This design comes from an exercise in tuning for small area, a short achievable clock period and few clock cycles on the open sky130 flow, not from production work. Only simulation tests tie the RTL to the original design; equivalence was not proved. Power is estimated from default activity; no workload was simulated.

$ cat design/flow/design.v
`default_nettype none                
`timescale 1ns/1ps                   
/*verilator lint_off UNUSED*/
typedef enum logic [3:0] {
    NOP     = 4'b0000,       
    LDA     = 4'b0001,       
    ADD     = 4'b0010,       
    SUB     = 4'b0011,       
    STA     = 4'b0100,       
    LDI     = 4'b0101,       
    JMP     = 4'b0110,       
    JC      = 4'b0111,       
    JZ      = 4'b1000,       
    NOP_9   = 4'b1001,       
    NOP_A   = 4'b1010,       
    NOP_B   = 4'b1011,       
    NOP_C   = 4'b1100,       
    NOP_D   = 4'b1101,       
    OUT     = 4'b1110,       
    HLT     = 4'b1111        
} op_t;
typedef logic [3:0] addr_t;
typedef logic [7:0] byte_t;
/*verilator lint_on UNUSED*/
`default_nettype none                
`timescale 1ns/1ps                   
module cpu_core(
    output      logic       hlt_o,               
    output      logic       mem_write_o,         
    output      addr_t      mem_addr_o,          
    input wire  byte_t      mem_data_i,          
    output      byte_t      mem_data_o,          
    output      logic       out_strobe_o,        
    output      byte_t      out_value_o,         
    input wire  logic       reset_i,             
    input wire  logic       clk_en_i,            
    input wire  logic       clk                  
);
typedef enum logic [2:0] {
    TC0 = 3'b000,
    TC1 = 3'b001,
    TC2 = 3'b010,
    TC3 = 3'b011,
    TC4 = 3'b100,
    TC5 = 3'b101,
    TC6 = 3'b110,
    TC7 = 3'b111
} tcyc_t;
tcyc_t      t_cyc;                               
logic       clk_en;                              
op_t        opcode;                              
logic       o_rdy;                               
addr_t      pc;                                  
addr_t      mar;                                 
byte_t      ir;                                  
byte_t      a;                                   
byte_t      b;                                   
byte_t      o;                                   
logic       cf;                                  
logic       zf;                                  
byte_t      cpu_bus;                             
logic       ce;                                  
logic       id;                                  
logic       h;                                   
logic       co;                                  
logic       j;                                   
logic       jc;                                  
logic       jz;                                  
logic       mi;                                  
logic       ri;                                  
logic       ro;                                  
logic       ii;                                  
logic       io;                                  
logic       ai;                                  
logic       ao;                                  
logic       bi;                                  
logic       bo;                                  
byte_t      e;                                   
logic       su;                                  
logic       ec;                                  
logic       eo;                                  
logic       oi;                                  
always_comb clk_en      = clk_en_i && !h;        
always_comb zf          = (a == 0);              
always_comb out_strobe_o    = o_rdy;             
always_comb out_value_o     = o;                 
always_comb mem_addr_o      = mar;               
always_comb mem_data_o      = cpu_bus;           
always_comb mem_write_o     = (ri && clk_en);    
always_ff @(posedge clk) begin : bus_in_block
    if (reset_i) begin
        cf      <= 1'b0;
        pc      <= '0;
        mar     <= '0;
        ir      <= '0;
        a       <= '0;
        b       <= '0;
        o       <= '0;
        o_rdy   <= 1'b0;
    end else begin
        o_rdy   <= 1'b0;                         
    if (clk_en) begin
        if (ce) begin
            pc  <= pc + 1'b1;
        end;
        if (j || (jc && cf) || (jz && zf)) begin
            pc      <= cpu_bus[3:0];
        end
        if (mi) begin
            mar     <= cpu_bus[3:0];
        end
        if (ii) begin
            ir      <= cpu_bus;
        end
        if (ai) begin
            a       <= cpu_bus;
        end
        if (bi) begin
            b       <= cpu_bus;
        end
        if (oi) begin
            o       <= cpu_bus;
            o_rdy   <= 1'b1;
        end
        if (eo) begin
            cf      <= ec;   
        end
    end
    end
end
always_comb begin : bus_out_block
    cpu_bus     = '0;
    if (co) begin
        cpu_bus     = { 4'h0, pc };
    end
    if (ro) begin
        cpu_bus     = mem_data_i;
    end
    if (io) begin
        cpu_bus     = { 4'h0, 4'(ir) };
    end
    if (ao) begin
        cpu_bus     = a;
    end
    if (eo) begin
        cpu_bus     = e;
    end
    if (bo) begin
        cpu_bus     = b;
    end
end
always_comb begin : ALU_block
    if (su) begin
        {ec, e} = {1'b0, a} - {1'b0, b};    
    end else begin
        {ec, e} = {1'b0, a} + {1'b0, b};    
    end
end
always_ff @(posedge clk) begin
    if (reset_i) begin
        opcode  <= NOP;
        t_cyc   <= TC0;
        hlt_o   <= 1'b0;
    end else begin
        if (id) begin
            t_cyc   <= TC0;
            hlt_o   <= h;
        end else if (clk_en) begin
            t_cyc   <= tcyc_t'(t_cyc + 1'b1);
        end
    end
end
always_ff @(negedge clk) begin : control_block
    if (reset_i) begin
        ii <= 1'b0; io <= 1'b0;
        ce <= 1'b0; co <= 1'b0;
        mi <= 1'b0; id <= 1'b0;
        ri <= 1'b0; ro <= 1'b0;
        ai <= 1'b0; ao <= 1'b0;
        bi <= 1'b0; bo <= 1'b0;
        oi <= 1'b0; h  <= 1'b0;
        su <= 1'b0; eo <= 1'b0;
        j  <= 1'b0; jc <= 1'b0; jz <= 1'b0;
    end else if (clk_en) begin
        ii <= 1'b0; io <= 1'b0;
        ce <= 1'b0; co <= 1'b0;
        mi <= 1'b0; id <= 1'b0;
        ri <= 1'b0; ro <= 1'b0;
        ai <= 1'b0; ao <= 1'b0;
        bi <= 1'b0; bo <= 1'b0;
        oi <= 1'b0; h  <= 1'b0;
        su <= 1'b0; eo <= 1'b0;
        j  <= 1'b0; jc <= 1'b0; jz <= 1'b0;
        case (t_cyc)
            TC0: begin  co <= 1'b1; mi <= 1'b1;                         end      
            TC1: begin  ro <= 1'b1; ii <= 1'b1; ce <= 1'b1;             end      
            default:    begin
            case (4'(ir >> 4))
                NOP:         
                    case (t_cyc)
                        TC2: begin  id <= 1'b1;                                     end      
                        default:    ;
                    endcase
                LDA:         
                    case (t_cyc)
                        TC2: begin  io <= 1'b1; mi <= 1'b1;                         end      
                        TC3: begin  ro <= 1'b1; ai <= 1'b1; id <= 1'b1;             end      
                        default:    ;
                    endcase
                ADD:         
                    case (t_cyc)
                        TC2: begin  io <= 1'b1; mi <= 1'b1;                         end      
                        TC3: begin  ro <= 1'b1; bi <= 1'b1;                         end      
                        TC4: begin  eo <= 1'b1; ai <= 1'b1; su <= 1'b0; id <= 1'b1; end      
                        default:    ;
                    endcase
                SUB:         
                    case (t_cyc)
                        TC2: begin  io <= 1'b1; mi <= 1'b1;                         end      
                        TC3: begin  ro <= 1'b1; bi <= 1'b1;                         end      
                        TC4: begin  eo <= 1'b1; ai <= 1'b1; su <= 1'b1; id <= 1'b1; end      
                        default:    ;
                    endcase
                STA:         
                    case (t_cyc)
                        TC2: begin  io <= 1'b1; mi <= 1'b1;                         end      
                        TC3: begin  ao <= 1'b1; ri <= 1'b1; id <= 1'b1;             end      
                        default:    ;
                    endcase
                LDI:         
                    case (t_cyc)
                        TC2: begin  io <= 1'b1; ai <= 1'b1; id <= 1'b1;             end      
                        default:    ;
                    endcase
                JMP:         
                    case (t_cyc)
                        TC2: begin  io <= 1'b1; j  <= 1'b1; id <= 1'b1;             end      
                        default:    ;
                    endcase
                JC:          
                    case (t_cyc)
                        TC2: begin  io <= 1'b1; jc <= 1'b1; id <= 1'b1;             end      
                        default:    ;
                    endcase
                JZ:          
                    case (t_cyc)
                        TC2: begin  io <= 1'b1; jz <= 1'b1; id <= 1'b1;             end      
                        default:    ;
                    endcase
                NOP_9:       
                    case (t_cyc)
                        TC2: begin  id <= 1'b1;                                     end      
                        default:    ;
                    endcase
                NOP_A:       
                    case (t_cyc)
                        TC2: begin  id <= 1'b1;                                     end      
                        default:    ;
                    endcase
                NOP_B:       
                    case (t_cyc)
                        TC2: begin  id <= 1'b1;                                     end      
                        default:    ;
                    endcase
                NOP_C:       
                    case (t_cyc)
                        TC2: begin  id <= 1'b1;                                     end      
                        default:    ;
                    endcase
                NOP_D:       
                    case (t_cyc)
                        TC2: begin  id <= 1'b1;                                     end      
                        default:    ;
                    endcase
                OUT:         
                    case (t_cyc)
                        TC2: begin  ao <= 1'b1; oi <= 1'b1; id <= 1'b1;             end      
                        default:    ;
                    endcase
                HLT:         
                    case (t_cyc)
                        TC2: begin  h  <= 1'b1; id <= 1'b1;                         end      
                        default:    ;
                    endcase
                default:        ;
            endcase
        end
        endcase
    end
end
logic unused_signals = &{ 1'b0, opcode };            
endmodule
`default_nettype wire                
`default_nettype none                
`timescale 1ns/1ps                   
module cpu_mem #(
    parameter   ADDR_W      =   4,
    parameter	DATA_W      =   8
) (
    input wire  logic                   we_i,
    input wire  logic [ADDR_W-1:0]      addr_i,
    input wire  logic [DATA_W-1:0]      data_in_i,
    output      logic [DATA_W-1:0]      data_out_o,
    input wire  logic                   clk
);
byte_t memory[0:2**ADDR_W-1];
always_ff @(negedge clk) begin
    if (we_i) begin
        memory[addr_i] <= data_in_i;
    end
end
always_ff @(negedge clk) begin
    data_out_o <= memory[addr_i];
end
endmodule
`default_nettype wire                
`default_nettype none                
`timescale 1ns/1ps                   
module cpu_main (
    input wire  logic       clk_en_i,
    input wire  logic       reset_i,
    output      logic       out_strobe_o,
    output      byte_t      out_value_o,
    output      logic       halt_o,
    input wire  logic       prog_we_i,           
    input wire  addr_t      prog_addr_i,         
    input wire  byte_t      prog_data_i,         
    input wire  logic       clk
);
logic       mem_we;
addr_t      mem_addr;
byte_t      data_mem_to_cpu;
byte_t      data_cpu_to_ram;
cpu_core core (
    .hlt_o(halt_o),
    .mem_write_o(mem_we),
    .mem_addr_o(mem_addr),
    .mem_data_i(data_mem_to_cpu),
    .mem_data_o(data_cpu_to_ram),
    .out_strobe_o(out_strobe_o),
    .out_value_o(out_value_o),
    .reset_i(reset_i),
    .clk_en_i(clk_en_i),
    .clk(clk)
);
cpu_mem #(
    .ADDR_W(4),
    .DATA_W(8)
    ) mem (
    .we_i(reset_i ? prog_we_i : mem_we),
    .addr_i(reset_i ? prog_addr_i : mem_addr),
    .data_in_i(reset_i ? prog_data_i : data_cpu_to_ram),
    .data_out_o(data_mem_to_cpu),
    .clk(clk)
);
endmodule
`default_nettype wire                
$ cat design/flow/run.sh
#!/bin/bash
# synth_recipe.tcl (not shown) runs the flow's synth.tcl, then flattens the netlist and writes it again
# the make line also repeats each setting of config.mk as NAME=value (left out here)
make -C /OpenROAD-flow-scripts/flow DESIGN_CONFIG=/design/flow/config.mk WORK_HOME=/design/flow/orfs CLKGATE_MAP_FILE= SYNTH_SCRIPT=/design/flow/synth_recipe.tcl finish
$ cat design/flow/config.mk
export PLATFORM = sky130hd
export DESIGN_NAME = cpu_main
export DESIGN_NICKNAME = cpu_main
export VERILOG_FILES = /design/flow/design.v
export SDC_FILE = /design/flow/constraint.sdc
export NUM_CORES = 4
export LEC_CHECK = 0
export CAP_MARGIN = 20
export CORE_MARGIN = 2
export CORE_UTILIZATION = 40
export SLEW_MARGIN = 20
$ cat design/flow/constraint.sdc
create_clock -name core_clock -period 7.0 [get_ports {clk}]
set_input_delay 1.4000 -clock core_clock [delete_from_list [all_inputs] [get_ports {clk}]]
set_output_delay 1.4000 -clock core_clock [all_outputs]
set_load 0.01 [all_outputs]
==> results.cfg <==
[critical_path]
crit_arrival_ns = 3.38
r2r_start = core.b[2]
reg2reg_to = mem.memory[2][6]
cpMaxStageDelayCell = mux4_1
critPathBufInv = 1
start_kind = input pin
critical-path-top-delay-family = simple AND/OR/NAND/NOR gates
path_class = in -> reg
critical-path-max-stage-delay_ns = 0.61
required_ns = 3.84
rrSetupSlack_ns = 0.49
reg2regPathDepth = 11
cp_num_cells = 6
crit_chain = clkdlybuf4s50_1 -> nand2_1 -> and2_4 -> mux4_1 -> a22o_1 -> or3_1
cp-end-kind = flop
crit_fanout = 20

[synthesis]
syn-num-nets = 741
synthTopCellsByArea = edfxtp_1 (45%), dfxtp_1 (17%), a21oi_1 (3.7%)
ys_async_sr_fraction = 0
ys_seq_elements = 199
yosysWarnings = 2
yosysTopAreaCellShare = 0.4479
synth_edf_count = 128
synth_top_area_cell = edfxtp_1
synth_area_mm2 = 0.008582
yosysSeqAreaShare = 0.6135
syn_inst = 709
synth_flop_cell = edfxtp_1
syn_area_per_cell_um2 = 12.10
synth_cell_types = 60

[finish]
final_area_mm2 = 0.01060
diodes = 0
finalNetCount = 944
utilization = 0.5040
final_cell_mix = inv_1 (173), edfxtp_1 (128), dfxtp_1 (71)
fillers = 1831
layout_commonest_cell = inv_1
final_layout_size_suffix_gt1_frac = 0.1124
area_delta_synth_final_pct = 23.46

[sta]
whs_ns = 0.4596
max_slew_margin = 0.3645
finalSetupViolCount = 0
tns_ns = 0
finClkSkew_ns = 0.04297
hold_violations = 0
rsz0062_at_grt = no
drv_slew = 0
worst_pin_slew_ns = 0.9533

[floorplanning]
die_x_um = 150.5
rows = 53
die_h_um = 150.5
die_area_mm2 = 0.02264
coreArea_mm2 = 0.02102
io_pins = 26
initial_utilization = 0.4082

[run]
cap_violations = 0

[worst_hold_path]
hold_path.startpoint = core.j
hold_depth = 2
hold_end = core.j
hp-class = reg -> reg

[detailed_routing]
viasPerCell = 5.429
drt.antenna.violating_nets = 0
first_iter_violations = 585
drt-total-wl_um = 21030
wl_per_cell_um = 17.53
route.detailed.drc = 0
via_count = 6515
dr.pass1.iters = 5

[clock_network]
clk_path_buf_depth = 2
clock-sinks = 199
cts_resized = 0
holdBufCountCts = 0
cts_setup_buffers = 0
cts_buffers = 17
cts_tree = done
htree_num_levels = 4
clk_pin_slew_ns = 0.04
clkLatencyLatePin_ns = 0.48
cts_root_buf = clkbuf_16

[placed_design]
gp_congestion = 0.8416
hpwlAfterDp_um = 14490
port-buffer-count = 25
post_dp_cell_area_mm2 = 0.009392

[global_route]
grt_max_degree = 38
overflow = 0
grt.total_usage = 0.1962
grt_pass1_vias = 6547
grt_first_pass_wirelength_um = 33520
antenna_found_initial = 0

[status]
status = no timing/DRC/antenna violations

[power_and_ir_drop]
vdd_drop_max_uv = 168.5
powerDensity_mw_per_mm2 = 263.4
leakage_nw = 4.175
total_power_mw = 2.791
area by class of cell:
cell class	count	area, µm²	area share
clock inverter	168	782.0	0.07381
tap	275	344.1	0.03248
inverter	20	75.07	0.007085
clock buffer	17	425.4	0.04015
sequential	199	5265	0.4969
timing repair buffer	71	628.1	0.05928
multi-input combinational	450	3075	0.2903
registers in the layout, indices dropped and copies added, names as in the netlist, 3 cells and up:
| name | flops |
|---|---|
| core.b | 8 |
| core.o | 8 |
| core.ir | 8 |
| core.t_cyc | 3 |
| core.mar | 4 |
| mem.memory | 128 |
| core.pc | 4 |
| mem.data_out_o | 8 |
| core.a | 8 |
worst min-delay path: cells and delay by family (launching register included):
family / cells / cell delay, ns
DFF: 1 / 0.30
AOI/OAI and AO/OA: 1 / 0.05
and+or+nand+nor: 1 / 0.05
layer usage:
layer  GRT usage  wire length [µm]
met4     0.09340               530
met5           0                 0
met2      0.3018              9868
met1      0.2583              9343
met3     0.05242              1290
worst max path at each step:
| stage | startpoint | to |
|---|---|---|
| 2_1_floorplan | reset_i | mem.memory[5][0] |
| 3_3_place_gp | prog_addr_i[0] | mem.data_out_o[2] |
| 3_5_place_dp | prog_addr_i[0] | mem.data_out_o[4] |
| 4_1_cts | prog_addr_i[0] | mem.data_out_o[4] |
| 5_1_grt | core.b[2] | mem.memory[10][6] |
| 6_report | prog_addr_i[0] | mem.data_out_o[4] |
synthesized netlist by cell type, types with 7 or more instances:
library cell and n:
nand2b_1 8, clkbuf_1 28, mux4_2 13, o21ai_0 17
nor3_1 8, a21oi_1 64, nor2_1 68, nor2b_1 7
a22o_1 9, nand3b_1 10, edfxtp_1 128, a22oi_1 36
nand2_1 62, inv_1 21, or3_1 13, ha_1 15
xnor2_1 10, a211oi_1 21, nand3_1 7, dfxtp_1 71
cell families after synthesis:
| kind of cell | count (synthesis) | synth area share |
|---|---|---|
| buf+inv | 60 | 0.03018 |
| compound gates | 188 | 0.1459 |
| mux | 27 | 0.05715 |
| flops | 199 | 0.6135 |
| xor+xnor | 11 | 0.01123 |
| simple gates | 208 | 0.1178 |
| fa+ha+maj | 16 | 0.02420 |
through the flow:
step,std cells,worst slack [ns]
2_1_floorplan,709,0.1534
3_3_place_gp,1016,0.02458
3_5_place_dp,1016,-0.03695
4_1_cts,1200,0.4552
5_1_grt,1200,0.2948
6_report,1200,0.4629
power breakdown:
part | total (mW) | internal, mW | switching, mW
Sequential | 1.29 | 1.27 | 0.0143
Clock | 1.36 | 0.641 | 0.717
Combinational | 0.143 | 0.0597 | 0.0835
Total | 2.79 | 1.98 | 0.815
Testbench counts, summed over its fixed seeds: cycles 63,435.
